This design comes from an exercise in tuning for small area and a short achievable clock period on the open sky130 flow, not from production work.
At most, simulation tests tie the RTL to the original design; equivalence was not proved.
For runs 1 and 2, only the layout was checked, not whether the RTL still works.
Power and IR drop assume default switching activity.

<file path="config.mk">
export PLATFORM = sky130hd
export DESIGN_NAME = Processor
export DESIGN_NICKNAME = Processor
export VERILOG_FILES = /design/flow/design.v
export SDC_FILE = /design/flow/constraint.sdc
export NUM_CORES = 8
export LEC_CHECK = 0
export CAP_MARGIN = 20
export CORE_MARGIN = 2
export CORE_UTILIZATION = 60
export PLACE_DENSITY = 0.7
export SLEW_MARGIN = 20
export SYNTH_HIERARCHICAL = 1
</file>
<file path="constraint.sdc">
create_clock -name core_clock -period 27.0 [get_ports {clk}]
set_input_delay 5.4000 -clock core_clock [delete_from_list [all_inputs] [get_ports {clk}]]
set_output_delay 5.4000 -clock core_clock [all_outputs]
set_load 0.01 [all_outputs]
</file>
<file path="design.v">
`timescale 1ns / 1ps
module Processor (
    input         clk,
    input         rst,
    input  [31:0] Instruction,
    input  [31:0] DataIn,
    output [31:0] AddrOut,
    output [31:0] DataOut,
    output [31:0] InstrAddr,
    output        MemWrite
    );
    reg  [31:0]      pc;
    reg  [31:1]      valid;
    reg  [32*31-1:0] rfq;       
    wire [31:0] a, b;
    rf_read rda (.rs(Instruction[19:15]), .valid(valid), .d(rfq), .q(a));
    rf_read rdb (.rs(Instruction[24:20]), .valid(valid), .d(rfq), .q(b));
    assign AddrOut   = a;
    assign DataOut   = b;
    assign InstrAddr = pc;
    wire       op0, op0n, sub, s_hi, fill, left, leftn;
    wire [4:0] s, sn;
    wire       s_add, s_g, s_p, s_sr, s_sl;
    wire [2:0] s_ld;
    wire       is_j, is_beq, is_blt;
    ctl c (.instr(Instruction), .a31(a[31]), .memwrite(MemWrite),
           .op0(op0), .op0n(op0n), .sub(sub), .s_hi(s_hi),
           .fill(fill), .left(left), .leftn(leftn), .s(s), .sn(sn),
           .s_add(s_add), .s_g(s_g), .s_p(s_p), .s_sr(s_sr), .s_sl(s_sl),
           .s_ld(s_ld), .is_j(is_j), .is_beq(is_beq), .is_blt(is_blt));
    wire [31:0] bx;
    bsel bs (.b(b), .imm(Instruction[31:20]), .op0(op0), .op0n(op0n),
             .s_hi(s_hi), .sub(sub), .bx(bx));
    wire [31:0] p, g, sum;
    wire        eq;
    genvar i;
    generate
        for (i = 0; i < 32; i = i + 1) begin : pg
            g_ha h (.a(a[i]), .b(bx[i]), .s(p[i]), .c(g[i]));
        end
    endgenerate
    adder32 add (.p(p), .g(g), .cin(sub), .sum(sum), .pall(eq));
    wire lt;
    g_mux2 ltm (.a(a[31]), .b(sum[31]), .s(p[31]), .y(lt));
    wire [31:0] sr;
    shifter sh (.a(a), .fill(fill), .left(left), .leftn(leftn), .s(s), .sn(sn),
                .y(sr));
    wire [31:0] wdata;
    generate
        for (i = 0; i < 32; i = i + 1) begin : wb
            wire t0, t1;
            g_aoi222 u0 (.a0(sum[i]), .a1(s_add), .b0(g[i]), .b1(s_g),
                         .c0(p[i]), .c1(s_p), .y(t0));
            g_aoi222 u1 (.a0(sr[i]), .a1(s_sr), .b0(sr[31 - i]), .b1(s_sl),
                         .c0(DataIn[i]), .c1(s_ld[i < 8 ? 0 : i < 16 ? 1 : 2]),
                         .y(t1));
            g_nand2 u2 (.a(t0), .b(t1), .y(wdata[i]));
        end
    endgenerate
    wire [31:1] en0, en1, en2;
    wen we (.instr(Instruction), .valid(valid), .en0(en0), .en1(en1), .en2(en2));
    wire [31:0] pcn;
    pc_next pn (.pc(pc), .instr(Instruction), .is_j(is_j), .is_beq(is_beq),
                .is_blt(is_blt), .eq(eq), .lt(lt), .pcn(pcn));
    always @(posedge clk, negedge rst) begin
        if (!rst)
            pc <= 32'd0;
        else
            pc <= pcn;
    end
    always @(posedge clk, negedge rst) begin
        if (!rst)
            valid <= 31'd0;
        else
            valid <= valid | en0;
    end
    integer r;
    always @(posedge clk) begin
        for (r = 1; r < 32; r = r + 1) begin
            if (en0[r]) rfq[(r-1)*32 +: 8]       <= wdata[7:0];
            if (en1[r]) rfq[(r-1)*32 + 8 +: 8]   <= wdata[15:8];
            if (en2[r]) rfq[(r-1)*32 + 16 +: 16] <= wdata[31:16];
        end
    end
endmodule
module ctl (
    input  [31:0] instr,
    input         a31,
    output        memwrite,
    output        op0,         
    output        op0n,
    output        sub,         
    output        s_hi,        
    output        fill,        
    output        left,        
    output        leftn,
    output [4:0]  s,           
    output [4:0]  sn,
    output        s_add,       
    output        s_g,
    output        s_p,
    output        s_sr,
    output        s_sl,
    output [2:0]  s_ld,        
    output        is_j,
    output        is_beq,
    output        is_blt
    );
    wire [6:0] op  = instr[6:0];
    wire [2:0] f3  = instr[14:12];
    wire       i30 = instr[30];
    assign memwrite = (op == 7'd5);
    assign op0  = op[0];
    assign op0n = ~op[0];
    assign sub  = (op[1] & op[0]) | ((f3 == 3'd6) & i30);
    assign s_hi = instr[31] & (f3 == 3'd0) & ~op[0];
    assign left  = f3[2] & ~f3[0];
    assign leftn = ~left;
    assign fill  = i30 & f3[0] & a31;
    assign s  = instr[24:20];
    assign sn = ~instr[24:20];
    wire alu = ~op[2];
    assign s_add = alu & ((f3 == 3'd0) | ((f3 == 3'd6) & i30));
    assign s_g   = alu & ((f3 == 3'd1) | (f3 == 3'd2));
    assign s_p   = alu & ((f3 == 3'd2) | (f3 == 3'd3));
    assign s_sr  = alu & ((f3 == 3'd5) | (f3 == 3'd7));
    assign s_sl  = alu & ((f3 == 3'd4) | ((f3 == 3'd6) & ~i30));
    assign s_ld[0] = op[2];
    assign s_ld[1] = op[2] & ((f3 == 3'd4) | (f3 == 3'd2));
    assign s_ld[2] = op[2] & (f3 == 3'd4);
    assign is_j   = (op == 7'd2);
    assign is_beq = (op == 7'd3) & (f3 == 3'd0);
    assign is_blt = (op == 7'd3) & (f3 == 3'd1);
endmodule
module wen (
    input  [31:0] instr,
    input  [31:1] valid,
    output [31:1] en0,
    output [31:1] en1,
    output [31:1] en2
    );
    wire [6:0] op = instr[6:0];
    wire [2:0] f3 = instr[14:12];
    wire [4:0] rd = instr[11:7];
    wire ld_word = (f3 == 3'd4);
    wire ld_half = (f3 == 3'd2);
    wire ld_byte = (f3 == 3'd1);
    wire we = ((op == 7'd0) & (f3 <= 3'd5)) |
              ((op == 7'd1) & (f3 != 3'd4) & (f3 != 3'd5)) |
              ((op == 7'd4) & (ld_word | ld_half | ld_byte));
    wire [31:0] va  = {valid, 1'b0};
    wire        vrd = va[rd];
    wire g0 = we;
    wire g1 = we & (~op[2] | ld_word | ld_half | ~vrd);
    wire g2 = we & (~op[2] | ld_word | ~vrd);
    wire [3:0] p0 = 4'b0001 << rd[1:0];
    wire [7:0] p1 = 8'b00000001 << rd[4:2];
    genvar k;
    generate
        for (k = 1; k < 32; k = k + 1) begin : e
            assign en0[k] = p0[k % 4] & g0 & p1[k / 4];
            assign en1[k] = p0[k % 4] & g1 & p1[k / 4];
            assign en2[k] = p0[k % 4] & g2 & p1[k / 4];
        end
    endgenerate
endmodule
module bsel (
    input  [31:0] b,
    input  [11:0] imm,
    input         op0,
    input         op0n,
    input         s_hi,
    input         sub,
    output [31:0] bx
    );
    genvar i;
    generate
        for (i = 0; i < 32; i = i + 1) begin : bit_
            wire t;
            if (i < 12)
                g_aoi22 m (.a0(b[i]), .a1(op0), .b0(imm[i]), .b1(op0n), .y(t));
            else
                g_aoi21 m (.a0(b[i]), .a1(op0), .b(s_hi), .y(t));
            g_xnor2 x (.a(t), .b(sub), .y(bx[i]));
        end
    endgenerate
endmodule
module adder32 (
    input  [31:0] p,
    input  [31:0] g,
    input         cin,
    output [31:0] sum,
    output        pall
    );
    wire [32:0] c;
    wire [8:0]  cb;
    wire [7:0]  pb;
    assign cb[0] = cin;
    genvar j;
    generate
        for (j = 0; j < 8; j = j + 1) begin : blk
            wire [3:0] pp = p[4*j +: 4];
            wire [3:0] gg = g[4*j +: 4];
            assign c[4*j] = cb[j];
            g_a21o r0 (.a0(pp[0]), .a1(cb[j]),     .b(gg[0]), .y(c[4*j+1]));
            g_a21o r1 (.a0(pp[1]), .a1(c[4*j+1]),  .b(gg[1]), .y(c[4*j+2]));
            g_a21o r2 (.a0(pp[2]), .a1(c[4*j+2]),  .b(gg[2]), .y(c[4*j+3]));
            g_and4 pa (.a(pp[0]), .b(pp[1]), .c(pp[2]), .d(pp[3]), .y(pb[j]));
            if (j < 7) begin : la
                wire g10, g32, p32, gb;
                g_a21o x0 (.a0(pp[1]), .a1(gg[0]), .b(gg[1]), .y(g10));
                g_a21o x1 (.a0(pp[3]), .a1(gg[2]), .b(gg[3]), .y(g32));
                g_and2 x2 (.a(pp[3]), .b(pp[2]), .y(p32));
                g_a21o x3 (.a0(p32), .a1(g10), .b(g32), .y(gb));
                g_a21o x4 (.a0(pb[j]), .a1(cb[j]), .b(gb), .y(cb[j+1]));
            end
        end
        for (j = 0; j < 32; j = j + 1) begin : s_
            g_xor2 x (.a(p[j]), .b(c[j]), .y(sum[j]));
        end
    endgenerate
    wire n0, n1;
    g_nand4 a0 (.a(pb[0]), .b(pb[1]), .c(pb[2]), .d(pb[3]), .y(n0));
    g_nand4 a1 (.a(pb[4]), .b(pb[5]), .c(pb[6]), .d(pb[7]), .y(n1));
    g_nor2  a2 (.a(n0), .b(n1), .y(pall));
endmodule
module shifter (
    input  [31:0] a,
    input         fill,
    input         left,
    input         leftn,
    input  [4:0]  s,
    input  [4:0]  sn,
    output [31:0] y
    );
    wire fill_n = ~fill;
    wire [31:0] x0n, x1, x2n, x3, x4n;
    genvar i;
    generate
        for (i = 0; i < 32; i = i + 1) begin : st
            g_aoi22 r  (.a0(a[31 - i]), .a1(left), .b0(a[i]), .b1(leftn), .y(x0n[i]));
            g_aoi22 s0 (.a0(i + 1  < 32 ? x0n[(i + 1) % 32]  : fill_n), .a1(s[0]),
                        .b0(x0n[i]), .b1(sn[0]), .y(x1[i]));
            g_aoi22 s1 (.a0(i + 2  < 32 ? x1[(i + 2) % 32]   : fill),   .a1(s[1]),
                        .b0(x1[i]),  .b1(sn[1]), .y(x2n[i]));
            g_aoi22 s2 (.a0(i + 4  < 32 ? x2n[(i + 4) % 32]  : fill_n), .a1(s[2]),
                        .b0(x2n[i]), .b1(sn[2]), .y(x3[i]));
            g_aoi22 s3 (.a0(i + 8  < 32 ? x3[(i + 8) % 32]   : fill),   .a1(s[3]),
                        .b0(x3[i]),  .b1(sn[3]), .y(x4n[i]));
            g_aoi22 s4 (.a0(i + 16 < 32 ? x4n[(i + 16) % 32] : fill_n), .a1(s[4]),
                        .b0(x4n[i]), .b1(sn[4]), .y(y[i]));
        end
    endgenerate
endmodule
module pc_next (
    input  [31:0] pc,
    input  [31:0] instr,
    input         is_j,
    input         is_beq,
    input         is_blt,
    input         eq,
    input         lt,
    output [31:0] pcn
    );
    wire [31:0] off;
    assign off[3:0]   = is_j ? instr[24:21] : instr[11:8];
    assign off[9:4]   = instr[30:25];
    assign off[10]    = is_j ? instr[20] : instr[7];
    assign off[18:11] = is_j ? instr[19:12] : {8{instr[31]}};
    assign off[31:19] = {13{instr[31]}};
    wire [31:0] pc1;
    wire [31:1] ci;
    g_inv i0 (.a(pc[0]), .y(pc1[0]));
    assign ci[1] = pc[0];
    genvar i;
    generate
        for (i = 1; i < 32; i = i + 1) begin : inc
            wire co;
            g_ha h (.a(pc[i]), .b(ci[i]), .s(pc1[i]), .c(co));
            if (i < 31) begin : n
                assign ci[i + 1] = co;
            end
        end
    endgenerate
    wire [31:0] pp, gg, pco;
    wire        pall;
    generate
        for (i = 0; i < 32; i = i + 1) begin : pg
            g_ha h (.a(pc[i]), .b(off[i]), .s(pp[i]), .c(gg[i]));
        end
    endgenerate
    adder32 ao (.p(pp), .g(gg), .cin(1'b0), .sum(pco), .pall(pall));
    wire taken = is_j | (is_beq & eq) | (is_blt & lt);
    assign pcn = taken ? pco : pc1;
endmodule
module rf_read (
    input  [4:0]       rs,
    input  [31:1]      valid,
    input  [32*31-1:0] d,
    output [31:0]      q
    );
    wire [31:1] sel;
    rf_sel s (.rs(rs), .valid(valid), .sel(sel));
    genvar j, k;
    generate
        for (j = 0; j < 32; j = j + 1) begin : bt
            wire [30:0] dj;
            for (k = 0; k < 31; k = k + 1) begin : rg
                assign dj[k] = d[k*32 + j];
            end
            rf_bit u (.d(dj), .s(sel), .y(q[j]));
        end
    endgenerate
endmodule
module rf_sel (
    input  [4:0]  rs,
    input  [31:1] valid,
    output [31:1] sel
    );
    wire [3:0] p0 = 4'b0001 << rs[1:0];
    wire [7:0] p1 = 8'b00000001 << rs[4:2];
    genvar k;
    generate
        for (k = 1; k < 32; k = k + 1) begin : s
            assign sel[k] = p0[k % 4] & p1[k / 4] & valid[k];
        end
    endgenerate
endmodule
module rf_bit (
    input  [30:0] d,
    input  [30:0] s,
    output        y
    );
    wire [10:0] t;
    genvar k;
    generate
        for (k = 0; k < 10; k = k + 1) begin : g
            g_aoi222 u (.a0(s[3*k]), .a1(d[3*k]), .b0(s[3*k+1]), .b1(d[3*k+1]),
                        .c0(s[3*k+2]), .c1(d[3*k+2]), .y(t[k]));
        end
    endgenerate
    g_nand2 u10 (.a(s[30]), .b(d[30]), .y(t[10]));
    wire u0, u1, u2;
    g_nand4 n0 (.a(t[0]), .b(t[1]), .c(t[2]),  .d(t[3]), .y(u0));
    g_nand4 n1 (.a(t[4]), .b(t[5]), .c(t[6]),  .d(t[7]), .y(u1));
    g_nand3 n2 (.a(t[8]), .b(t[9]), .c(t[10]), .y(u2));
    g_or3   o  (.a(u0), .b(u1), .c(u2), .y(y));
endmodule
module g_inv (input a, output y);
    assign y = ~a;
endmodule
module g_and2 (input a, b, output y);
    assign y = a & b;
endmodule
module g_and4 (input a, b, c, d, output y);
    assign y = a & b & c & d;
endmodule
module g_nand2 (input a, b, output y);
    assign y = ~(a & b);
endmodule
module g_nand3 (input a, b, c, output y);
    assign y = ~(a & b & c);
endmodule
module g_nand4 (input a, b, c, d, output y);
    assign y = ~(a & b & c & d);
endmodule
module g_nor2 (input a, b, output y);
    assign y = ~(a | b);
endmodule
module g_or3 (input a, b, c, output y);
    assign y = a | b | c;
endmodule
module g_xor2 (input a, b, output y);
    assign y = a ^ b;
endmodule
module g_xnor2 (input a, b, output y);
    assign y = ~(a ^ b);
endmodule
module g_mux2 (input a, b, s, output y);
    assign y = s ? b : a;
endmodule
module g_a21o (input a0, a1, b, output y);
    assign y = (a0 & a1) | b;
endmodule
module g_aoi21 (input a0, a1, b, output y);
    assign y = ~((a0 & a1) | b);
endmodule
module g_aoi22 (input a0, a1, b0, b1, output y);
    assign y = ~((a0 & a1) | (b0 & b1));
endmodule
module g_aoi222 (input a0, a1, b0, b1, c0, c1, output y);
    assign y = ~((a0 & a1) | (b0 & b1) | (c0 & c1));
endmodule
module g_ha (input a, b, output s, c);
    assign s = a ^ b;
    assign c = a & b;
endmodule
</file>
<file path="run.sh">
#!/bin/bash
# synth_recipe.tcl (not shown) runs the flow's synth.tcl, then flattens the netlist and writes it again
# the make line also repeats each setting of config.mk as NAME=value (left out here)
make -C /OpenROAD-flow-scripts/flow DESIGN_CONFIG=/design/flow/config.mk WORK_HOME=/design/flow/orfs CLKGATE_MAP_FILE= SYNTH_SCRIPT=/design/flow/synth_recipe.tcl finish
</file>
==> results of run 1 <==
stage by stage:
step / hold slack (ps) / instance area [um2] / worst slack (ps) / power, mW / util
3_5_place_dp: 501 / 52900 / 12690 / 2.24 / 0.656
3_3_place_gp: 504 / 52800 / 12710 / 2.23 / 0.656
4_1_cts: 517 / 56400 / 12680 / 3.70 / 0.700
6_report: 519 / 56500 / 12420 / 3.71 / 0.701
2_1_floorplan: 454 / 48800 / 12680 / 2.09 / -
5_1_grt: 536 / 56500 / 12500 / 3.80 / 0.701
per-layer routing:
metal | share of wire | GRT usage | up-vias
li1 | - | - | 15200
met1 | 0.33 | 0.565 | 18900
met2 | 0.42 | 0.619 | 4175
met3 | 0.16 | 0.123 | 789
met4 | 0.086 | 0.289 | 4
met5 | 0.00011 | 0 | -
worst register-to-register path: stages (launching register included):
cell	delay, ps
dfrtp_1	460
and3_1	230
buf_4	330
a222oi_1	410
nand4_1	320
or3_1	730
and3_1	550
inv_1	880
a22oi_2	250
a22oi_2	350
a22oi_2	150
a22oi_2	250
a22oi_2	110
a222oi_1	820
nand2_1	940
layout make-up:
cell class / instances / area share
multi-input cells: 1965 / 0.310
clock buffers: 126 / 0.0483
diodes: 5 / 0.000222
repair buffers: 308 / 0.0483
clock inverters: 71 / 0.0139
flip-flops and latches: 1055 / 0.555
well taps: 1060 / 0.0235
inverters: 11 / 0.000731
path summary, 6_finish.rpt:
path | endpoint | slack, ps | depth (start not counted)
min | valid[27] | 520 | 1
min reg2reg | valid[27] | 520 | 1
max | AddrOut[31] | 12420 | 8
min in group asynchronous | pc[19] | 4930 | 2
max reg2reg | rfq[153] | 19630 | 14
max in group asynchronous | valid[22] | 21390 | 2
power groups by stage:
stage                     clock, mW  sequential [mW]  combinational [mW]
after floorplan                   0             1.88               0.212
after global placement            0             1.88               0.344
after detailed placement          0             1.88               0.361
after CTS                      1.49             1.85               0.362
after global routing           1.56             1.85               0.394
final                          1.49             1.85               0.373
flip-flops by register name (all words and copies together) (netlist names):
signal  cells
pc         32
rfq       992
valid      31
==> run notes, run 1 <==
Setup-failing EPs final 0; initial antenna violation count 3; period utilization 0.540; delay-heaviest family, CP buffers and inverters; status finished clean; Max-slew headroom 0.180; CTS tree built; drt initial violations 11.7k; vias 39.1k; synthesized instance count 3,073; vias per cell 8.49; H-Tree Level Count 3; vias in the first global route 36.9k; final std cells w/o fill 4,601; row cnt 104; WL/cell 39.9 um; cts hold-fix bufs 0; setup_tns 0 ps; gpl congestion 1.05; Avg Cell Area, Syn about 16 um2; most common cell after layout, fill and taps aside edfxtp_1; fmax 68.6 MHz; count of pins over their slew limit 0; power density cells 65.7 nW/um2; Die H 289 um; WP data arrival a little over 9000 ps; Logic pwr share 0.101; core box area 80,500 um2; Critical Path Start Instruction[18]; Pint 2.82 mW; clock sink total 1,055; Inst Count DP 4,397; crit-path max cell delay between 800 and 900 ps; minimum clock period about 15,000 ps; Leakage about 19 nW; reg2reg start valid[12]; Starting Density 0.606; Multi-input gate area 17,500 um2; Routed Antenna Nets 0; maxcap violations 0; Total Nets Final 3,607; filler cell count 5,277; unrepaired setup endpoints after global routing false; part of the power in registers 0.498; total wire length 184 mm; Hold/Removal Path Class reg -> reg; port bufs ~160; CP Class in -> out; Setup crit start kind input port; Sequential cell area 31,400 um2; Longest Clk Path Bufs 3; Skew-Pair Late Insertion Delay 700 ps; synthesized area 48,800 um2; kind of end point of the critical path output port; largest net degree at the start of global routing 64; HPWL after DPL 119 mm; most frequent cells in the layout 992 x edfxtp_1, 704 x a222oi_1, 204 x a22oi_2; Ports around 160; layout cells sized above 1 0.189; switch share 0.238; DIE AREA 83,700 um2; DRC 0; Root Buffer clkbuf_16; Worst-path clk slew 70 ps; postcts setup bufs 0; crit-path cells clkdlybuf4s50_1 -> nor3b_2 -> and3_1 -> buf_4 -> a222oi_1 -> nand4_1 -> or3_1 -> clkdlybuf4s50_1; P_sw ~0.88 mW; CP dominant cell by count clkdlybuf4s50_1; CP max stage cell clkdlybuf4s50_1; Hold Startpoint valid[27]; Worst VDD drop ~81 uV; Clock Skews 54.8 ps; clock network power share 0.401; worst slew pin tran 1230 ps; CP required 21,600 ps; Pre-antenna DRT Iters 17; Buffers & Inverters on Critical Path 3; GRT Util Overall 0.428; Crit Path Max Fanout 32; Synth Warn # 7; gr ovfl total 0; first-pass GRT wire length 256 mm; Die W 289 um; CTS buffer count 105; final hold violation count 0; Syn-to-layout area delta 15.6%; post-cts gate resize count 0
==> run 2, diff against run 1 <==
--- a/design.v
+++ b/design.v
@@ -40,8 +40,9 @@
         end
     endgenerate
     adder32 add (.p(p), .g(g), .cin(sub), .sum(sum), .pall(eq));
-    wire lt;
-    g_mux2 ltm (.a(a[31]), .b(sum[31]), .s(p[31]), .y(lt));
+    wire lt_n, p31n;
+    g_inv p31i (.a(p[31]), .y(p31n));
+    g_muxi ltm (.a(a[31]), .b(sum[31]), .s(p[31]), .sn(p31n), .y(lt_n));
     wire [31:0] sr;
     shifter sh (.a(a), .fill(fill), .left(left), .leftn(leftn), .s(s), .sn(sn),
                 .y(sr));
@@ -61,7 +62,7 @@
     wen we (.instr(Instruction), .valid(valid), .en0(en0), .en1(en1), .en2(en2));
     wire [31:0] pcn;
     pc_next pn (.pc(pc), .instr(Instruction), .is_j(is_j), .is_beq(is_beq),
-                .is_blt(is_blt), .eq(eq), .lt(lt), .pcn(pcn));
+                .is_blt(is_blt), .eq(eq), .lt_n(lt_n), .pcn(pcn));
     always @(posedge clk, negedge rst) begin
         if (!rst)
             pc <= 32'd0;
@@ -139,6 +140,26 @@
     output [31:1] en1,
     output [31:1] en2
     );
+    wire [3:0] h0, h1, h2;      
+    wire [7:0] p1n;             
+    wen_dec d (.instr(instr), .valid(valid), .h0(h0), .h1(h1), .h2(h2), .p1n(p1n));
+    genvar k;
+    generate
+        for (k = 1; k < 32; k = k + 1) begin : e
+            g_nor2 n0 (.a(h0[k % 4]), .b(p1n[k / 4]), .y(en0[k]));
+            g_nor2 n1 (.a(h1[k % 4]), .b(p1n[k / 4]), .y(en1[k]));
+            g_nor2 n2 (.a(h2[k % 4]), .b(p1n[k / 4]), .y(en2[k]));
+        end
+    endgenerate
+endmodule
+module wen_dec (
+    input  [31:0] instr,
+    input  [31:1] valid,
+    output [3:0]  h0,
+    output [3:0]  h1,
+    output [3:0]  h2,
+    output [7:0]  p1n
+    );
     wire [6:0] op = instr[6:0];
     wire [2:0] f3 = instr[14:12];
     wire [4:0] rd = instr[11:7];
@@ -154,15 +175,10 @@
     wire g1 = we & (~op[2] | ld_word | ld_half | ~vrd);
     wire g2 = we & (~op[2] | ld_word | ~vrd);
     wire [3:0] p0 = 4'b0001 << rd[1:0];
-    wire [7:0] p1 = 8'b00000001 << rd[4:2];
-    genvar k;
-    generate
-        for (k = 1; k < 32; k = k + 1) begin : e
-            assign en0[k] = p0[k % 4] & g0 & p1[k / 4];
-            assign en1[k] = p0[k % 4] & g1 & p1[k / 4];
-            assign en2[k] = p0[k % 4] & g2 & p1[k / 4];
-        end
-    endgenerate
+    assign h0 = ~(p0 & {4{g0}});
+    assign h1 = ~(p0 & {4{g1}});
+    assign h2 = ~(p0 & {4{g2}});
+    assign p1n = ~(8'b00000001 << rd[4:2]);
 endmodule
 module bsel (
     input  [31:0] b,
@@ -177,15 +193,14 @@
     generate
         for (i = 0; i < 32; i = i + 1) begin : bit_
             wire t;
-            if (i < 12)
-                g_aoi22 m (.a0(b[i]), .a1(op0), .b0(imm[i]), .b1(op0n), .y(t));
-            else
-                g_aoi21 m (.a0(b[i]), .a1(op0), .b(s_hi), .y(t));
+            g_muxi m (.a(i < 12 ? imm[i % 12] : s_hi), .b(b[i]), .s(op0), .sn(op0n), .y(t));
             g_xnor2 x (.a(t), .b(sub), .y(bx[i]));
         end
     endgenerate
 endmodule
-module adder32 (
+module adder32 #(
+    parameter INV = 0            
+    )(
     input  [31:0] p,
     input  [31:0] g,
     input         cin,
@@ -216,7 +231,10 @@
             end
         end
         for (j = 0; j < 32; j = j + 1) begin : s_
-            g_xor2 x (.a(p[j]), .b(c[j]), .y(sum[j]));
+            if (INV)
+                g_xnor2 x (.a(p[j]), .b(c[j]), .y(sum[j]));
+            else
+                g_xor2 x (.a(p[j]), .b(c[j]), .y(sum[j]));
         end
     endgenerate
     wire n0, n1;
@@ -238,17 +256,17 @@
     genvar i;
     generate
         for (i = 0; i < 32; i = i + 1) begin : st
-            g_aoi22 r  (.a0(a[31 - i]), .a1(left), .b0(a[i]), .b1(leftn), .y(x0n[i]));
-            g_aoi22 s0 (.a0(i + 1  < 32 ? x0n[(i + 1) % 32]  : fill_n), .a1(s[0]),
-                        .b0(x0n[i]), .b1(sn[0]), .y(x1[i]));
-            g_aoi22 s1 (.a0(i + 2  < 32 ? x1[(i + 2) % 32]   : fill),   .a1(s[1]),
-                        .b0(x1[i]),  .b1(sn[1]), .y(x2n[i]));
-            g_aoi22 s2 (.a0(i + 4  < 32 ? x2n[(i + 4) % 32]  : fill_n), .a1(s[2]),
-                        .b0(x2n[i]), .b1(sn[2]), .y(x3[i]));
-            g_aoi22 s3 (.a0(i + 8  < 32 ? x3[(i + 8) % 32]   : fill),   .a1(s[3]),
-                        .b0(x3[i]),  .b1(sn[3]), .y(x4n[i]));
-            g_aoi22 s4 (.a0(i + 16 < 32 ? x4n[(i + 16) % 32] : fill_n), .a1(s[4]),
-                        .b0(x4n[i]), .b1(sn[4]), .y(y[i]));
+            g_muxi r  (.a(a[i]), .b(a[31 - i]), .s(left), .sn(leftn), .y(x0n[i]));
+            g_muxi s0 (.a(x0n[i]), .b(i + 1  < 32 ? x0n[(i + 1) % 32]  : fill_n),
+                       .s(s[0]), .sn(sn[0]), .y(x1[i]));
+            g_muxi s1 (.a(x1[i]),  .b(i + 2  < 32 ? x1[(i + 2) % 32]   : fill),
+                       .s(s[1]), .sn(sn[1]), .y(x2n[i]));
+            g_muxi s2 (.a(x2n[i]), .b(i + 4  < 32 ? x2n[(i + 4) % 32]  : fill_n),
+                       .s(s[2]), .sn(sn[2]), .y(x3[i]));
+            g_muxi s3 (.a(x3[i]),  .b(i + 8  < 32 ? x3[(i + 8) % 32]   : fill),
+                       .s(s[3]), .sn(sn[3]), .y(x4n[i]));
+            g_muxi s4 (.a(x4n[i]), .b(i + 16 < 32 ? x4n[(i + 16) % 32] : fill_n),
+                       .s(s[4]), .sn(sn[4]), .y(y[i]));
         end
     endgenerate
 endmodule
@@ -259,39 +277,51 @@
     input         is_beq,
     input         is_blt,
     input         eq,
-    input         lt,
+    input         lt_n,
     output [31:0] pcn
     );
+    wire is_jn = ~is_j;
     wire [31:0] off;
-    assign off[3:0]   = is_j ? instr[24:21] : instr[11:8];
+    genvar i;
+    generate
+        for (i = 0; i < 4; i = i + 1) begin : o0
+            g_a22o m (.a0(instr[21 + i]), .a1(is_j), .b0(instr[8 + i]), .b1(is_jn), .y(off[i]));
+        end
+        for (i = 0; i < 8; i = i + 1) begin : o1
+            g_a22o m (.a0(instr[12 + i]), .a1(is_j), .b0(instr[31]), .b1(is_jn), .y(off[11 + i]));
+        end
+    endgenerate
     assign off[9:4]   = instr[30:25];
-    assign off[10]    = is_j ? instr[20] : instr[7];
-    assign off[18:11] = is_j ? instr[19:12] : {8{instr[31]}};
+    g_a22o o10 (.a0(instr[20]), .a1(is_j), .b0(instr[7]), .b1(is_jn), .y(off[10]));
     assign off[31:19] = {13{instr[31]}};
-    wire [31:0] pc1;
-    wire [31:1] ci;
-    g_inv i0 (.a(pc[0]), .y(pc1[0]));
+    wire [31:0] pc1n;
+    wire [31:0] ci;
+    assign ci[0] = 1'b1;
     assign ci[1] = pc[0];
-    genvar i;
+    assign pc1n[0] = pc[0];
     generate
         for (i = 1; i < 32; i = i + 1) begin : inc
-            wire co;
-            g_ha h (.a(pc[i]), .b(ci[i]), .s(pc1[i]), .c(co));
+            g_xnor2 x (.a(pc[i]), .b(ci[i]), .y(pc1n[i]));
             if (i < 31) begin : n
-                assign ci[i + 1] = co;
+                g_and2 c (.a(pc[i]), .b(ci[i]), .y(ci[i + 1]));
             end
         end
     endgenerate
-    wire [31:0] pp, gg, pco;
+    wire [31:0] pp, gg, pcon;
     wire        pall;
     generate
         for (i = 0; i < 32; i = i + 1) begin : pg
             g_ha h (.a(pc[i]), .b(off[i]), .s(pp[i]), .c(gg[i]));
         end
     endgenerate
-    adder32 ao (.p(pp), .g(gg), .cin(1'b0), .sum(pco), .pall(pall));
-    wire taken = is_j | (is_beq & eq) | (is_blt & lt);
-    assign pcn = taken ? pco : pc1;
+    adder32 #(.INV(1)) ao (.p(pp), .g(gg), .cin(1'b0), .sum(pcon), .pall(pall));
+    wire taken  = is_j | (is_beq & eq) | (is_blt & ~lt_n);
+    wire takenn = ~taken;
+    generate
+        for (i = 0; i < 32; i = i + 1) begin : m
+            g_muxi m (.a(pc1n[i]), .b(pcon[i]), .s(taken), .sn(takenn), .y(pcn[i]));
+        end
+    endgenerate
 endmodule
 module rf_read (
     input  [4:0]       rs,
@@ -376,21 +406,18 @@
 module g_xnor2 (input a, b, output y);
     assign y = ~(a ^ b);
 endmodule
-module g_mux2 (input a, b, s, output y);
-    assign y = s ? b : a;
-endmodule
 module g_a21o (input a0, a1, b, output y);
     assign y = (a0 & a1) | b;
 endmodule
-module g_aoi21 (input a0, a1, b, output y);
-    assign y = ~((a0 & a1) | b);
-endmodule
-module g_aoi22 (input a0, a1, b0, b1, output y);
-    assign y = ~((a0 & a1) | (b0 & b1));
-endmodule
 module g_aoi222 (input a0, a1, b0, b1, c0, c1, output y);
     assign y = ~((a0 & a1) | (b0 & b1) | (c0 & c1));
 endmodule
+module g_muxi (input a, b, s, sn, output y);
+    assign y = ~((b | sn) & (a | s));
+endmodule
+module g_a22o (input a0, a1, b0, b1, output y);
+    assign y = (a0 & a1) | (b0 & b1);
+endmodule
 module g_ha (input a, b, output s, c);
     assign s = a ^ b;
     assign c = a & b;
==> flow/run.sh (new file) <==
#!/bin/bash
set -euo pipefail
here=$(cd "$(dirname "$0")" && pwd)
work=$(dirname "$here")
cd "$work"
source "$here/params.sh"
bash standard.sh synth > flow_synth.log 2>&1
bash standard.sh "BUFFER_PORTS_ARGS=-buffer_cell $PORT_BUF" \
    "SETUP_SLACK_MARGIN=$REPAIR_MARGIN" $EXTRA finish > flow_layout.log 2>&1
==> flow/params.sh (new file) <==
PORT_BUF=sky130_fd_sc_hd__buf_2
REPAIR_MARGIN=14
EXTRA="CTS_BUF_LIST=sky130_fd_sc_hd__clkbuf_8"
==> standard.sh (new file) <==
#!/bin/bash
# synth_recipe.tcl (not shown) runs the flow's synth.tcl, then flattens the netlist and writes it again
# the make line also repeats each setting of config.mk as NAME=value (left out here)
make -C /OpenROAD-flow-scripts/flow DESIGN_CONFIG=/design/flow/config.mk WORK_HOME=/design/flow/orfs CLKGATE_MAP_FILE= SYNTH_SCRIPT=/design/flow/synth_recipe.tcl "${@:-finish}"
removed: run.sh
==> run notes, run 2 <==
reg2reg start valid[19]; DRC 0; port bufs 162; fmax ~76 MHz; H-Tree Level Count 4; most common cell after layout, fill and taps aside edfxtp_1; maxcap violations 0; Setup crit start kind input port; GR Util met3 0.229; gpl congestion roughly 1.1; DIE AREA 80,900 um2; status finished clean; largest register by flop count rfq; Die W 284 um; grt met2 use 0.662; first-pass GRT wire length 276 mm; placed cell areas roughly 50,000 um2; Syn-to-layout area delta 18.3%; Root Buffer clkbuf_8; Leakage 19.0 nW; Total Nets Final 3,709; vias in the first global route 38.7k; Routed Antenna Nets 0; CTS buffer count 166; largest net degree at the start of global routing 44; M1 GR Usage 0.599; HPWL after DPL 122 mm; power density cells 64.7 nW/um2; Clock Skews 70.2 ps; minimum clock period around 13,000 ps; gr ovfl total 0; CTS tree built; synthesized instance count 3,080; most frequent cells in the layout 992 x edfxtp_1, 704 x a222oi_1, 257 x o22ai_1; setup_tns 0 ps; WL/cell 43.8 um; initial antenna violation count 13; Die H 284 um; drt initial violations 13.3k; row cnt 102; grt peak-use layer met2; vias 42.0k; Worst VDD drop between 100 and 150 uV; clock sink total 1,055; Max-slew headroom 0.0933; vias per cell 8.79; r2r setup slk 19,670 ps; Setup-failing EPs final 0; worst slew pin tran about 1400 ps; number of flip-flops in the largest register 992; Starting Density 0.608; CP required 21,600 ps; final instance area 55,800 um2; worst setup margin between 10,000 and 15,000 ps; Worst Hold Slack 536 ps; biggest regs rfq (992), pc (32), valid (31); Hold/Removal Path Class reg -> reg; Pre-antenna DRT Iters 22; Longest Clk Path Bufs 3; WP data arrival 7800 ps; Worst-path clk slew 70 ps; core box area around 78,000 um2; GRT Util Overall 0.484; synthesized area 47,200 um2; Critical Path Start Instruction[24]; Ports 163; total wire length approximately 210 mm; pre-CTS setup slack around 13,000 ps; Hold Startpoint valid[12]; Avg Cell Area, Syn between 15 and 20 um2; kind of end point of the critical path output port; Skew-Pair Late Insertion Delay 880 ps; layout cells sized above 1 0.190; Synth Warn # 7; unrepaired setup endpoints after global routing true; count of pins over their slew limit 0; Crit Path Max Fanout 32; period utilization 0.489; final hold violation count 0; CP Class in -> out
-- run 2: final timing paths --
kind,endpoint,depth (start not counted)
setup / recovery,DataOut[5],9
hold / removal,valid[12],1
setup reg to reg,pc[16],25
hold reg to reg,valid[12],1
max in group asynchronous,valid[26],2
min in group asynchronous,pc[28],1
-- run 2: critical path, cell delays in order --
cell and delay [ps]:
buf_12 110, buf_12 140, nor3b_2 190, and3_4 200, buf_12 160, a222oi_1 430, nand4_1 360, or3_4 550
buf_6 140
-- run 2: cell type report --
type	count	area, um2
repair buffers	345	3490
clock buffers	169	2330
flip-flops and latches	1055	31400
clock inverters	139	932
fillers	5128	21800
well taps	1040	1300
diodes	18	45.0
inverters	16	60.1
multi-input cells	1995	16300
-- run 2: through the flow --
stage / utilization / power, mW / std cells
floorplan: - / 2.13 / 3082
global placement: 0.647 / 2.25 / 4378
detailed placement: 0.647 / 2.27 / 4378
CTS: 0.703 / 3.58 / 4709
global route: 0.719 / 3.70 / 4762
finish: 0.720 / 3.61 / 4777
-- run 2: per-layer routing --
metal | vias to the layer above | part of all wire
met1 | 19900 | 0.31
met4 | 14 | 0.10
met5 | - | 0.0011
met3 | 1220 | 0.20
met2 | 5261 | 0.39
li1 | 15600 | -
-- run 2: power by group --
part | leakage (nW) | total (mW) | internal (mW) | switching (mW)
registers | 8.50 | 1.86 | 1.84 | 0.0275
clock network | 1.83 | 1.34 | 0.659 | 0.684
logic | 8.64 | 0.406 | 0.151 | 0.255
-- run 2: what timing repair did --
| action | CTS | global route |
|---|---|---|
| resized for setup | 187 | 116 |
| buffers inserted | 15 | 28 |
| hold buffers | 0 | 0 |
| cloned | 8 | 16 |
| pin swaps | 106 | 103 |
| setup endpoints to repair | 64 | 61 |
==> run 3, diff against run 2 <==
--- a/design.v
+++ b/design.v
@@ -58,8 +58,9 @@
             g_nand2 u2 (.a(t0), .b(t1), .y(wdata[i]));
         end
     endgenerate
-    wire [31:1] en0, en1, en2;
-    wen we (.instr(Instruction), .valid(valid), .en0(en0), .en1(en1), .en2(en2));
+    wire [31:1] en0, en1, en2, en0n, en1n, en2n;
+    wen we (.instr(Instruction), .valid(valid), .en0(en0), .en1(en1), .en2(en2),
+            .en0n(en0n), .en1n(en1n), .en2n(en2n));
     wire [31:0] pcn;
     pc_next pn (.pc(pc), .instr(Instruction), .is_j(is_j), .is_beq(is_beq),
                 .is_blt(is_blt), .eq(eq), .lt_n(lt_n), .pcn(pcn));
@@ -75,14 +76,20 @@
         else
             valid <= valid | en0;
     end
-    integer r;
-    always @(posedge clk) begin
-        for (r = 1; r < 32; r = r + 1) begin
-            if (en0[r]) rfq[(r-1)*32 +: 8]       <= wdata[7:0];
-            if (en1[r]) rfq[(r-1)*32 + 8 +: 8]   <= wdata[15:8];
-            if (en2[r]) rfq[(r-1)*32 + 16 +: 16] <= wdata[31:16];
+    wire [32*31-1:0] rfd;
+    genvar r, j;
+    generate
+        for (r = 1; r < 32; r = r + 1) begin : rr
+            for (j = 0; j < 32; j = j + 1) begin : rb
+                wire e  = j < 8 ? en0[r]  : j < 16 ? en1[r]  : en2[r];
+                wire en = j < 8 ? en0n[r] : j < 16 ? en1n[r] : en2n[r];
+                g_a22o m (.a0(wdata[j]), .a1(e), .b0(rfq[(r-1)*32 + j]), .b1(en),
+                          .y(rfd[(r-1)*32 + j]));
+            end
         end
-    end
+    endgenerate
+    always @(posedge clk)
+        rfq <= rfd;
 endmodule
 module ctl (
     input  [31:0] instr,
@@ -138,7 +145,10 @@
     input  [31:1] valid,
     output [31:1] en0,
     output [31:1] en1,
-    output [31:1] en2
+    output [31:1] en2,
+    output [31:1] en0n,
+    output [31:1] en1n,
+    output [31:1] en2n
     );
     wire [3:0] h0, h1, h2;      
     wire [7:0] p1n;             
@@ -149,6 +159,9 @@
             g_nor2 n0 (.a(h0[k % 4]), .b(p1n[k / 4]), .y(en0[k]));
             g_nor2 n1 (.a(h1[k % 4]), .b(p1n[k / 4]), .y(en1[k]));
             g_nor2 n2 (.a(h2[k % 4]), .b(p1n[k / 4]), .y(en2[k]));
+            g_inv  i0 (.a(en0[k]), .y(en0n[k]));
+            g_inv  i1 (.a(en1[k]), .y(en1n[k]));
+            g_inv  i2 (.a(en2[k]), .y(en2n[k]));
         end
     endgenerate
 endmodule
==> flow/params.sh (replaced) <==
PORT_BUF=sky130_fd_sc_hd__buf_2
REPAIR_MARGIN=13.5
EXTRA=""
--- a/config.mk
+++ b/config.mk
@@ -7,7 +7,10 @@
 export LEC_CHECK = 0
 export CAP_MARGIN = 20
 export CORE_MARGIN = 2
-export CORE_UTILIZATION = 60
-export PLACE_DENSITY = 0.7
+export CORE_UTILIZATION = 50
+export CTS_BUF_LIST = sky130_fd_sc_hd__clkbuf_8
+export CTS_CLUSTER_DIAMETER = 60
+export CTS_CLUSTER_SIZE = 14
+export PLACE_DENSITY = 0.65
 export SLEW_MARGIN = 20
 export SYNTH_HIERARCHICAL = 1
==> run notes, run 3 <==
WP data arrival 8190 ps; Hold Startpoint rfq[146]; worst setup margin approximately 13,000 ps; delay-heaviest family, CP simple AND/OR/NAND/NOR gates; row cnt 111; vias per cell 8.21; Worst Hold Slack just over 500 ps; status finished clean; unrepaired setup endpoints after global routing true; layout cells sized above 1 0.116; Die W between 300 and 400 um; Buffers & Inverters on Critical Path 3; total wire length 218 mm; GRT Util Overall 0.434; GR Util met3 0.136; drt initial violations between 10k and 15k; reg2reg start valid[19]; grt met2 use 0.609; final hold violation count 0; Skew-Pair Late Insertion Delay 810 ps; CP required 21,600 ps; synthesized area 46,300 um2; gr ovfl total 0; Max-slew headroom 0.158; final std cells w/o fill slightly below 6k; largest net degree at the start of global routing 64; period utilization 0.503; Setup crit start kind input port; Root Buffer clkbuf_8; Avg Cell Area, Syn 11.1 um2; number of flip-flops in the largest register 992; CP max stage cell or3_4; Pre-antenna DRT Iters 15; Worst VDD drop 42.4 uV; worst slew pin tran between 1000 and 1500 ps; WL/cell 37.6 um; synthesized instance count roughly 4.2k; CP dominant cell by count buf_2; grt peak-use layer met2; H-Tree Level Count 3; Starting Density 0.505; crit-path cells buf_2 -> nor3b_2 -> and3_1 -> buf_4 -> a222oi_1 -> nand4_1 -> or3_4 -> buf_2; Setup-failing EPs final 0; Synth Warn # 7; M1 GR Usage 0.571; Hold/Removal Path Class reg -> reg; kind of end point of the critical path output port; final instance area 51,800 um2; largest register by flop count rfq; Leakage approximately 20 nW; fmax 73.6 MHz; Critical Path Start Instruction[19]; CP Class in -> out; Die H slightly above 300 um; most frequent cells in the layout 1,006 x a22o_1, 992 x dfxtp_1, 704 x a222oi_1; maxcap violations 0; CTS tree built; Routed Antenna Nets 0; DRC 0; Ports around 160; port bufs between 150 and 200; setup_tns 0 ps; vias between 40k and 50k; core box area about 92,000 um2; biggest regs rfq (992), pc (32), valid (31); Total Nets Final 4,679; CTS buffer count 96; count of pins over their slew limit 0; crit-path max cell delay 590 ps; Inst Count DP between 5k and 6k; Clock Skews between 50 and 60 ps; gpl congestion 0.991; minimum clock period 13,590 ps; first-pass GRT wire length 305 mm; vias in the first global route 43.2k; Syn-to-layout area delta 11.9%; HPWL after DPL 140 mm; Longest Clk Path Bufs 3; pre-CTS setup slack between 10,000 and 15,000 ps; initial antenna violation count 15; DIE AREA 95,000 um2; cts hold-fix bufs 0; Worst-path clk slew about 80 ps; clock sink total 1,055; placed cell areas 49,600 um2; most common cell after layout, fill and taps aside a22o_1; Crit Path Max Fanout 24; power density cells about 60 nW/um2
run 3: cell count changes in the layout (fill, tap and decap cells not counted), sizes merged, moves of 8 or more:
cell,delta
a22o,+992
buf,-17
bufbuf,-8
clkbuf,-86
clkinv,-58
dfxtp,+992
diode,-10
edfxtp,-992
inv,+53
run 3: final timing paths:
| check | to | slack, ps | cells past startpoint |
|---|---|---|---|
| worst max-delay path | AddrOut[27] | 13410 | 8 |
| worst min-delay path | rfq[146] | 510 | 1 |
| worst max register to register | pc[18] | 19610 | 26 |
| worst min register to register | rfq[146] | 510 | 1 |
| max in group asynchronous | valid[21] | 21650 | 2 |
| min in group asynchronous | pc[23] | 4790 | 2 |
run 3: per-stage QoR:
| stage | power [mW] | util |
|---|---|---|
| 2_1_floorplan | 1.89 | - |
| 3_3_place_gp | 2.02 | 0.542 |
| 3_5_place_dp | 2.03 | 0.542 |
| 4_1_cts | 3.02 | 0.564 |
| 5_1_grt | 3.12 | 0.565 |
| 6_report | 3.03 | 0.565 |
run 3: area by class of cell:
type | count | area (um2)
antenna | 8 | 20.0
clock buffer | 103 | 1420
clock inverter | 48 | 520
fill | 8009 | 39800
inverter | 109 | 409
multi-input combinational | 2987 | 24600
sequential | 1055 | 21400
tap | 1186 | 1480
timing repair buffer | 300 | 1910
run 3: power breakdown:
part / internal (mW) / switching [mW] / leakage [nW]
combinational: 0.144 / 0.239 / 10.5
sequential: 1.59 / 0.0350 / 8.83
clock: 0.444 / 0.584 / 1.03
run 3: routing by layer:
layer	routed length, um	vias up
met1	81200	22800
met4	16800	10
met5	55	-
met3	32500	904
met2	87100	4485
li1	-	19400
run 3: timing repair:
action,4_1_cts,5_1_grt
pin swaps,2,10
setup endpoints to repair,45,42
endpoints found under the hold margin,0,0
gates cloned,0,0
setup buffers,0,1
resized for setup,26,21
==> run 4, diff against run 3 <==
==> flow/run.sh (replaced) <==
#!/bin/bash
set -euo pipefail
here=$(cd "$(dirname "$0")" && pwd)
work=$(dirname "$here")
cd "$work"
source "$here/params.sh"
bash standard.sh synth > flow_synth.log 2>&1
bash standard.sh "BUFFER_PORTS_ARGS=-buffer_cell $PORT_BUF" \
    "SETUP_SLACK_MARGIN=$REPAIR_MARGIN" "CTS_ARGS=$CTS" finish > flow_layout.log 2>&1
==> flow/params.sh (replaced) <==
PORT_BUF=sky130_fd_sc_hd__buf_2
REPAIR_MARGIN=13.5
CTS="-sink_clustering_enable -repair_clock_nets -buf_list sky130_fd_sc_hd__clkbuf_8 -sink_clustering_size 14 -sink_clustering_max_diameter 60 -dont_use_dummy_load"
==> run notes, run 4 <==
status finished clean; setup_tns 0 ps; reg2reg start valid[19]; initial antenna violation count 19; largest net degree at the start of global routing 64; CTS tree built; final hold violation count 0; core box area 91,700 um2; vias in the first global route around 43k; total wire length 218 mm; port bufs 162; Critical Path Start Instruction[20]; Max-slew headroom 0.150; R2R Path End pc[18]; Pint between 2 and 2.5 mW; Setup crit start kind input port; P_sw 0.806 mW; pre-CTS setup slack 12,980 ps; part of the power in registers 0.569; Setup-failing EPs final 0; Hold/Removal Path Class reg -> reg; minimum clock period around 14,000 ps; gpl congestion 0.991; period utilization 0.504; unrepaired setup endpoints after global routing true; power density cells 55.7 nW/um2; Starting Density 0.505; drt initial violations 13.0k; filler cell count 8,092; worst slew pin tran approximately 1300 ps; Root Buffer clkbuf_8; CP Class in -> out; first-pass GRT wire length 304 mm; Util after Layout 0.559; synthesized instance count 4,165; Leakage ~20 nW; vias ~48k; WL/cell 37.9 um; row cnt 111; Worst-path clk slew ~100 ps; clock sink total 1,055; Ports ~160; most common cell after layout, fill and taps aside a22o_1; Pre-antenna DRT Iters 17; DRC 0; count of pins over their slew limit 0; most frequent cells in the layout 1,006 x a22o_1, 992 x dfxtp_1, 704 x a222oi_1; Die W 308 um; CP required 21,600 ps; Clock Skews 98.9 ps; DIE AREA 95,000 um2; crit path to DataOut[9]; maxcap violations 0; FF-to-FF path depth 26; Logic pwr share 0.134; Crit Path Max Fanout 43; Routed Antenna Nets 0; Avg Cell Area, Syn 11.1 um2; Syn-to-layout area delta 10.6%; H-Tree Level Count 3; Total Nets Final roughly 4.7k; largest register by flop count rfq; clock network power share 0.297; Worst Hold Slack 506 ps; GRT Util Overall 0.434; worst setup margin 13,390 ps; biggest regs rfq (992), pc (32), valid (31); kind of end point of the critical path output port; Worst VDD drop 42.4 uV; cts hold-fix bufs 0; HPWL after DPL 140 mm; synthesized area 46,300 um2; fmax 73.5 MHz; Synth Warn # 7; vias per cell ~8.3; Skew-Pair Late Insertion Delay 800 ps; Die H 308 um; gr ovfl total 0; switch share 0.282; number of flip-flops in the largest register between 900 and 1k; Longest Clk Path Bufs 3; WP data arrival about 8000 ps; r2r setup slk 19,600 ps; CTS buffer count 96; layout cells sized above 1 0.109
run 4: layer usage:
metal | global-route usage | part of all wire | wire, um
met5 | 0.00310 | 0.00057 | 124
met4 | 0.281 | 0.077 | 16700
met3 | 0.135 | 0.15 | 32000
met2 | 0.608 | 0.40 | 86900
met1 | 0.574 | 0.38 | 81900
run 4: critical path: stages:
cell      delay, ps
buf_6           290
and3b_2         290
and3_2          580
a222oi_1        680
nand3_1         250
or3_1           470
buf_2           190
run 4: layout make-up:
cell class                 count  area, um2  share of cell area
tap                         1186       1480              0.0290
sequential                  1055      21400               0.419
multi-input combinational   2987      24600               0.481
clock buffer                  96       1320              0.0258
antenna                        9       22.5            0.000440
timing repair buffer         300       1910              0.0372
inverter                     109        409             0.00799
run 4: how the worst min path moves through the flow:
stage	from	to	slack [ps]	cells past startpoint
floorplan	valid[13]	valid[13]	450	1
CTS	rfq[311]	rfq[311]	500	1
global route	rfq[229]	rfq[229]	510	1
detailed placement	rfq[132]	rfq[132]	480	1
global placement	rfq[598]	rfq[598]	480	1
finish	rfq[625]	rfq[625]	510	1
run 4: power by group through the flow:
stage | Clock (mW) | Combinational [mW] | Sequential, mW
floorplan | 0 | 0.237 | 1.66
global placement | 0 | 0.366 | 1.66
detailed placement | 0 | 0.370 | 1.66
CTS | 0.849 | 0.372 | 1.62
global route | 0.904 | 0.405 | 1.63
finish | 0.848 | 0.383 | 1.62
run 4: metrics by stage:
step           area [um2]  power, mW  std cells
6_report            51200       2.85       5742
5_1_grt             51200       2.93       5738
3_5_place_dp        49600       2.03       5636
3_3_place_gp        49600       2.02       5636
2_1_floorplan       46300       1.89       4167
4_1_cts             51100       2.84       5732
run 4: timing repair:
item,in CTS,in global routing
setup buffers,0,1
pin swaps,2,12
gates resized for setup,26,24
setup endpoints to repair,45,44
==> run 5, diff against run 4 <==
==> flow/params.sh (replaced) <==
PORT_BUF=sky130_fd_sc_hd__buf_2
REPAIR_MARGIN=13.75
CTS="-sink_clustering_enable -repair_clock_nets -buf_list sky130_fd_sc_hd__clkbuf_8 -sink_clustering_size 14 -sink_clustering_max_diameter 60 -dont_use_dummy_load"
==> run notes, run 5 <==
clock network power share 0.297; Synth Warn # 7; part of the power in registers 0.568; Crit Path Max Fanout 24; clock sink total approximately 1.1k; WL/cell around 38 um; Longest Clk Path Bufs 3; port bufs 162; DIE AREA 95,000 um2; unrepaired setup endpoints after global routing true; H-Tree Level Count 3; row cnt approximately 110; total wire length ~220 mm; vias per cell around 8.3; setup_tns 0 ps; status finished clean; worst slew pin tran 1240 ps; Logic pwr share 0.135; crit-path cells buf_6 -> buf_12 -> nor3b_2 -> and3_2 -> buf_6 -> a222oi_1 -> nand4_1 -> or3_4 -> buf_2; Sequential cell area 21,400 um2; switch share 0.283; core box area 91,700 um2; crit-path max cell delay 590 ps; CP Class in -> out; Setup-failing EPs final 0; Setup crit start kind input port; period utilization 0.495; Starting Density 0.505; synthesized instance count between 4k and 5k; largest register by flop count rfq; Avg Cell Area, Syn 11.1 um2; Multi-input gate area roughly 25,000 um2; CTS buffer count between 90 and 100; Util after Layout 0.564; Ports 163; biggest regs rfq (992), pc (32), valid (31); kind of end point of the critical path output port; first-pass GRT wire length 305 mm; vias in the first global route 43.1k; WP data arrival ~8000 ps; CTS tree built; placed cell areas 49,600 um2; drt initial violations 13.1k; most common cell after layout, fill and taps aside a22o_1; Pint 2.05 mW; fmax around 75 MHz; gr ovfl total 0; synthesized area 46,300 um2; DRC 0; CP required 21,600 ps; layout cells sized above 1 0.116; HPWL after DPL 140 mm; most frequent cells in the layout 1,006 x a22o_1, 992 x dfxtp_1, 704 x a222oi_1; minimum clock period 13,370 ps; Skew-Pair Late Insertion Delay 800 ps; number of flip-flops in the largest register just under 1k; Worst-path clk slew 70 ps; Syn-to-layout area delta 11.6%; Hold/Removal Path Class reg -> reg; Clock Skews 94.0 ps; CP max stage cell or3_4; filler cell count 8,040; final instance area 51,700 um2; GRT Util Overall 0.434; maxcap violations 0; power density cells 55.3 nW/um2; largest net degree at the start of global routing 64; initial antenna violation count 14; P_sw 0.807 mW; final hold violation count 0; count of pins over their slew limit 0; Pre-antenna DRT Iters 14; Routed Antenna Nets 0; Root Buffer clkbuf_8; gpl congestion around 1; vias 47.5k; Total Nets Final 4,685; Die W between 300 and 400 um; Die H 308 um; Worst VDD drop 42.0 uV; Max-slew headroom 0.171; Leakage 20.0 nW; CP dominant cell by count buf_6
run 5: worst max-delay path: cells and delay by family:
family	cells	cell delay [ps]
simple gates	4	1390
buf+inv	4	750
compound gates	1	370
run 5: layout make-up:
class                   instances  area share
diodes                         11    0.000533
clock buffers                  96      0.0256
inverters                     109     0.00792
well taps                    1186      0.0287
repair buffers                306      0.0418
multi-input cells            2987       0.480
flip-flops and latches       1055       0.415
run 5: path summary, 6_finish.rpt:
check / startpoint / to / slack [ps] / cells after the start
worst max-delay path: Instruction[23] / DataOut[29] / 13630 / 9
max in group asynchronous: rst / valid[21] / 21600 / 2
min in group asynchronous: rst / valid[7] / 4830 / 2
worst min register to register: rfq[792] / rfq[792] / 500 / 1
worst max register to register: valid[19] / pc[18] / 19730 / 26
worst min-delay path: rfq[792] / rfq[792] / 500 / 1
run 5: power groups by stage:
stage | clock network, mW | logic (mW) | registers (mW)
after floorplan | 0 | 0.237 | 1.66
after detailed placement | 0 | 0.370 | 1.66
after CTS | 0.849 | 0.372 | 1.62
after global placement | 0 | 0.366 | 1.66
after global routing | 0.904 | 0.407 | 1.63
final | 0.848 | 0.386 | 1.62
run 5: layer usage:
layer  wire length [um]  global-route usage  up-vias
met5                 47                   0        -
met3              31300               0.134      896
li1                   -                   -    19400
met1              82800               0.574    22800
met2              87100               0.606     4443
met4              17000               0.289        8
run 5: through the flow:
step                      std cells  total power, mW  hold slack (ps)  setup slack (ps)
after floorplan                4167             1.89              451             14040
after global placement         5636             2.02              476             13020
after detailed placement       5636             2.03              477             12980
after CTS                      5733             2.84              498             13730
after global routing           5743             2.94              512             13680
final                          5750             2.86              504             13630
run 5: repair_timing:
item                       in CTS  in global routing
buffers inserted                1                  4
cloned                          0                  2
pin swaps                      36                 45
hold buffers                    0                  0
setup endpoints to repair      62                 61
resized for setup              90                 60
==> run 6, diff against run 5 <==
--- a/design.v
+++ b/design.v
@@ -10,20 +10,19 @@
     output        MemWrite
     );
     reg  [31:0]      pc;
-    reg  [31:1]      valid;
     reg  [32*31-1:0] rfq;       
     wire [31:0] a, b;
-    rf_read rda (.rs(Instruction[19:15]), .valid(valid), .d(rfq), .q(a));
-    rf_read rdb (.rs(Instruction[24:20]), .valid(valid), .d(rfq), .q(b));
+    rf_read rda (.rs(Instruction[19:15]), .d(rfq), .q(a));
+    rf_read rdb (.rs(Instruction[24:20]), .d(rfq), .q(b));
     assign AddrOut   = a;
     assign DataOut   = b;
     assign InstrAddr = pc;
     wire       op0, op0n, sub, s_hi, fill, left, leftn;
     wire [4:0] s, sn;
     wire       s_add, s_g, s_p, s_sr, s_sl;
-    wire [2:0] s_ld;
+    wire       s_ld;
     wire       is_j, is_beq, is_blt;
-    ctl c (.instr(Instruction), .a31(a[31]), .memwrite(MemWrite),
+    ctl c (.instr(Instruction), .rst(rst), .a31(a[31]), .memwrite(MemWrite),
            .op0(op0), .op0n(op0n), .sub(sub), .s_hi(s_hi),
            .fill(fill), .left(left), .leftn(leftn), .s(s), .sn(sn),
            .s_add(s_add), .s_g(s_g), .s_p(s_p), .s_sr(s_sr), .s_sl(s_sl),
@@ -53,13 +52,13 @@
             g_aoi222 u0 (.a0(sum[i]), .a1(s_add), .b0(g[i]), .b1(s_g),
                          .c0(p[i]), .c1(s_p), .y(t0));
             g_aoi222 u1 (.a0(sr[i]), .a1(s_sr), .b0(sr[31 - i]), .b1(s_sl),
-                         .c0(DataIn[i]), .c1(s_ld[i < 8 ? 0 : i < 16 ? 1 : 2]),
+                         .c0(DataIn[i]), .c1(s_ld),
                          .y(t1));
             g_nand2 u2 (.a(t0), .b(t1), .y(wdata[i]));
         end
     endgenerate
     wire [31:1] en0, en1, en2, en0n, en1n, en2n;
-    wen we (.instr(Instruction), .valid(valid), .en0(en0), .en1(en1), .en2(en2),
+    wen we (.instr(Instruction), .rst(rst), .en0(en0), .en1(en1), .en2(en2),
             .en0n(en0n), .en1n(en1n), .en2n(en2n));
     wire [31:0] pcn;
     pc_next pn (.pc(pc), .instr(Instruction), .is_j(is_j), .is_beq(is_beq),
@@ -70,12 +69,6 @@
         else
             pc <= pcn;
     end
-    always @(posedge clk, negedge rst) begin
-        if (!rst)
-            valid <= 31'd0;
-        else
-            valid <= valid | en0;
-    end
     wire [32*31-1:0] rfd;
     genvar r, j;
     generate
@@ -93,6 +86,7 @@
 endmodule
 module ctl (
     input  [31:0] instr,
+    input         rst,         
     input         a31,
     output        memwrite,
     output        op0,         
@@ -109,7 +103,7 @@
     output        s_p,
     output        s_sr,
     output        s_sl,
-    output [2:0]  s_ld,        
+    output        s_ld,        
     output        is_j,
     output        is_beq,
     output        is_blt
@@ -127,22 +121,20 @@
     assign fill  = i30 & f3[0] & a31;
     assign s  = instr[24:20];
     assign sn = ~instr[24:20];
-    wire alu = ~op[2];
+    wire alu = ~op[2] & rst;
     assign s_add = alu & ((f3 == 3'd0) | ((f3 == 3'd6) & i30));
     assign s_g   = alu & ((f3 == 3'd1) | (f3 == 3'd2));
     assign s_p   = alu & ((f3 == 3'd2) | (f3 == 3'd3));
     assign s_sr  = alu & ((f3 == 3'd5) | (f3 == 3'd7));
     assign s_sl  = alu & ((f3 == 3'd4) | ((f3 == 3'd6) & ~i30));
-    assign s_ld[0] = op[2];
-    assign s_ld[1] = op[2] & ((f3 == 3'd4) | (f3 == 3'd2));
-    assign s_ld[2] = op[2] & (f3 == 3'd4);
+    assign s_ld  = op[2] & rst;
     assign is_j   = (op == 7'd2);
     assign is_beq = (op == 7'd3) & (f3 == 3'd0);
     assign is_blt = (op == 7'd3) & (f3 == 3'd1);
 endmodule
 module wen (
     input  [31:0] instr,
-    input  [31:1] valid,
+    input         rst,
     output [31:1] en0,
     output [31:1] en1,
     output [31:1] en2,
@@ -152,13 +144,13 @@
     );
     wire [3:0] h0, h1, h2;      
     wire [7:0] p1n;             
-    wen_dec d (.instr(instr), .valid(valid), .h0(h0), .h1(h1), .h2(h2), .p1n(p1n));
+    wen_dec d (.instr(instr), .h0(h0), .h1(h1), .h2(h2), .p1n(p1n));
     genvar k;
     generate
         for (k = 1; k < 32; k = k + 1) begin : e
-            g_nor2 n0 (.a(h0[k % 4]), .b(p1n[k / 4]), .y(en0[k]));
-            g_nor2 n1 (.a(h1[k % 4]), .b(p1n[k / 4]), .y(en1[k]));
-            g_nor2 n2 (.a(h2[k % 4]), .b(p1n[k / 4]), .y(en2[k]));
+            g_oai21 n0 (.a0(h0[k % 4]), .a1(p1n[k / 4]), .b(rst), .y(en0[k]));
+            g_oai21 n1 (.a0(h1[k % 4]), .a1(p1n[k / 4]), .b(rst), .y(en1[k]));
+            g_oai21 n2 (.a0(h2[k % 4]), .a1(p1n[k / 4]), .b(rst), .y(en2[k]));
             g_inv  i0 (.a(en0[k]), .y(en0n[k]));
             g_inv  i1 (.a(en1[k]), .y(en1n[k]));
             g_inv  i2 (.a(en2[k]), .y(en2n[k]));
@@ -167,7 +159,6 @@
 endmodule
 module wen_dec (
     input  [31:0] instr,
-    input  [31:1] valid,
     output [3:0]  h0,
     output [3:0]  h1,
     output [3:0]  h2,
@@ -182,11 +173,9 @@
     wire we = ((op == 7'd0) & (f3 <= 3'd5)) |
               ((op == 7'd1) & (f3 != 3'd4) & (f3 != 3'd5)) |
               ((op == 7'd4) & (ld_word | ld_half | ld_byte));
-    wire [31:0] va  = {valid, 1'b0};
-    wire        vrd = va[rd];
     wire g0 = we;
-    wire g1 = we & (~op[2] | ld_word | ld_half | ~vrd);
-    wire g2 = we & (~op[2] | ld_word | ~vrd);
+    wire g1 = we & (~op[2] | ld_word | ld_half);
+    wire g2 = we & (~op[2] | ld_word);
     wire [3:0] p0 = 4'b0001 << rd[1:0];
     assign h0 = ~(p0 & {4{g0}});
     assign h1 = ~(p0 & {4{g1}});
@@ -338,12 +327,11 @@
 endmodule
 module rf_read (
     input  [4:0]       rs,
-    input  [31:1]      valid,
     input  [32*31-1:0] d,
     output [31:0]      q
     );
     wire [31:1] sel;
-    rf_sel s (.rs(rs), .valid(valid), .sel(sel));
+    rf_sel s (.rs(rs), .sel(sel));
     genvar j, k;
     generate
         for (j = 0; j < 32; j = j + 1) begin : bt
@@ -357,18 +345,26 @@
 endmodule
 module rf_sel (
     input  [4:0]  rs,
-    input  [31:1] valid,
     output [31:1] sel
     );
-    wire [3:0] p0 = 4'b0001 << rs[1:0];
-    wire [7:0] p1 = 8'b00000001 << rs[4:2];
+    wire [3:0] p0;
+    wire [7:0] p1;
+    rf_dec d (.rs(rs), .p0(p0), .p1(p1));
     genvar k;
     generate
         for (k = 1; k < 32; k = k + 1) begin : s
-            assign sel[k] = p0[k % 4] & p1[k / 4] & valid[k];
+            g_and2 a (.a(p0[k % 4]), .b(p1[k / 4]), .y(sel[k]));
         end
     endgenerate
 endmodule
+module rf_dec (
+    input  [4:0] rs,
+    output [3:0] p0,
+    output [7:0] p1
+    );
+    assign p0 = 4'b0001 << rs[1:0];
+    assign p1 = 8'b00000001 << rs[4:2];
+endmodule
 module rf_bit (
     input  [30:0] d,
     input  [30:0] s,
@@ -422,6 +418,9 @@
 module g_a21o (input a0, a1, b, output y);
     assign y = (a0 & a1) | b;
 endmodule
+module g_oai21 (input a0, a1, b, output y);
+    assign y = ~((a0 | a1) & b);
+endmodule
 module g_aoi222 (input a0, a1, b0, b1, c0, c1, output y);
     assign y = ~((a0 & a1) | (b0 & b1) | (c0 & c1));
 endmodule
==> run notes, run 6 <==
first-pass GRT wire length 282 mm; core box area ~90,000 um2; GRT Util Overall 0.397; final hold violation count 0; cts hold-fix bufs 0; Synth Warn # 7; Worst VDD drop 40.2 uV; r2r setup slk 20,560 ps; CP Class in -> out; Syn-to-layout area delta 12.9%; placed cell areas 48,500 um2; final instance area 50,900 um2; Setup-failing EPs final 0; row cnt 110; Die W 304 um; fmax 74.8 MHz; maxcap violations 0; Total Nets Final between 4k and 5k; Ports 163; minimum clock period 13,370 ps; kind of end point of the critical path output port; DRC 0; gpl congestion 1.01; Critical Path Start Instruction[23]; Max-slew headroom 0.271; gr ovfl total 0; synthesized instance count 4,055; vias per cell 8.11; CTS buffer count 92; Starting Density 0.503; layout cells sized above 1 0.119; vias in the first global route 40.9k; vias 46.0k; Crit Path Max Fanout 32; drt initial violations 11.3k; CTS tree built; Clock Skews 113 ps; most frequent cells in the layout 1,005 x a22o_1, 992 x dfxtp_1, 704 x a222oi_1; Worst-path clk slew 60 ps; H-Tree Level Count 3; power density cells 72.3 nW/um2; WL/cell 35.0 um; status finished clean; Avg Cell Area, Syn 11.1 um2; Root Buffer clkbuf_8; clock sink total 1,024; HPWL after DPL 128 mm; Longest Clk Path Bufs 3; Worst Hold Slack 503 ps; DIE AREA 92,500 um2; largest net degree at the start of global routing 75; clock network power share 0.225; Skew-Pair Late Insertion Delay 830 ps; Die H slightly above 300 um; switch share 0.337; number of flip-flops in the largest register 992; Leakage between 20 and 25 nW; CP required 21,600 ps; setup_tns 0 ps; port bufs approximately 160; Pre-antenna DRT Iters 15; Hold/Removal Path Class reg -> reg; R2R Path End pc[13]; Routed Antenna Nets 0; biggest regs rfq (992), pc (32); reg2reg start rfq[194]; worst slew pin tran 1090 ps; Logic pwr share 0.250; period utilization 0.495; Setup crit start kind input port; P_sw 1.24 mW; synthesized area 45,000 um2; largest register by flop count rfq; initial antenna violation count 8; part of the power in registers 0.525; total wire length 198 mm; most common cell after layout, fill and taps aside a22o_1; crit path to DataOut[17]; FF-to-FF path depth 23; filler cell count between 7k and 8k; unrepaired setup endpoints after global routing true; WP data arrival 7970 ps; count of pins over their slew limit 0; Pint ~2.4 mW
## run 6: final cells by class
cell class / instances / area, um2 / area share
sequential: 1024 / 20700 / 0.406
timing repair buffer: 341 / 2740 / 0.0539
tap: 1176 / 1470 / 0.0289
clock buffer: 92 / 1270 / 0.0249
antenna: 7 / 17.5 / 0.000344
multi-input combinational: 2919 / 24300 / 0.478
inverter: 106 / 398 / 0.00782
## run 6: how the worst min path moves through the flow
stage,from,to,slack [ps],depth (start not counted)
2_1_floorplan,rfq[0],rfq[0],460,1
3_3_place_gp,rfq[782],rfq[782],480,1
3_5_place_dp,rfq[231],rfq[231],480,1
4_1_cts,rfq[990],rfq[990],500,1
5_1_grt,rfq[639],rfq[639],510,1
6_report,rfq[735],rfq[735],500,1
## run 6: per-stage QoR
step | power (mW) | cells | worst slack, ps | utilization
2_1_floorplan | 2.49 | 4057 | 14060 | -
3_3_place_gp | 2.80 | 5536 | 13220 | 0.541
3_5_place_dp | 2.81 | 5537 | 13190 | 0.541
4_1_cts | 3.62 | 5634 | 13710 | 0.559
5_1_grt | 3.81 | 5660 | 13690 | 0.568
6_report | 3.68 | 5665 | 13630 | 0.568
## run 6: critical path, cell delays in order
cell,delay [ps]
buf_2,160
buf_12,180
nor3b_2,190
and2_1,160
buf_12,190
a222oi_1,480
nand4_1,470
or3_4,560
buf_2,160
## run 6: power by group through the flow
| stage | logic (mW) | clock network (mW) | registers [mW] |
|---|---|---|---|
| after floorplan | 0.581 | 0 | 1.91 |
| after global placement | 0.847 | 0 | 1.95 |
| after detailed placement | 0.861 | 0 | 1.95 |
| after CTS | 0.877 | 0.830 | 1.92 |
| after global routing | 0.970 | 0.885 | 1.95 |
| final | 0.921 | 0.828 | 1.93 |
## run 6: repair_timing
action / 4_1_cts / 5_1_grt
pin swaps: 43 / 59
gates cloned: 1 / 14
setup endpoints to repair: 61 / 63
gates resized for setup: 65 / 104
hold endpoints to repair: 0 / 0
setup buffers: 4 / 10
## run 6: layer usage
layer  routed length, um  share of wire  up-vias  track usage
li1                    -              -    19200            -
met1               78400           0.40    22400        0.560
met2               80700           0.41     3891        0.560
met3               31100           0.16      541        0.134
met4                8060          0.041        6        0.143
met5                  44        0.00022        -            0

Setup slack of run 6, layout unchanged: 13.629 ns with ideal ports, 13.597 ns with driving cells assumed (clock clkbuf_16, inputs buf_2), 13.597 ns with port delays also shifted by the 0.842 ns mid clock arrival.
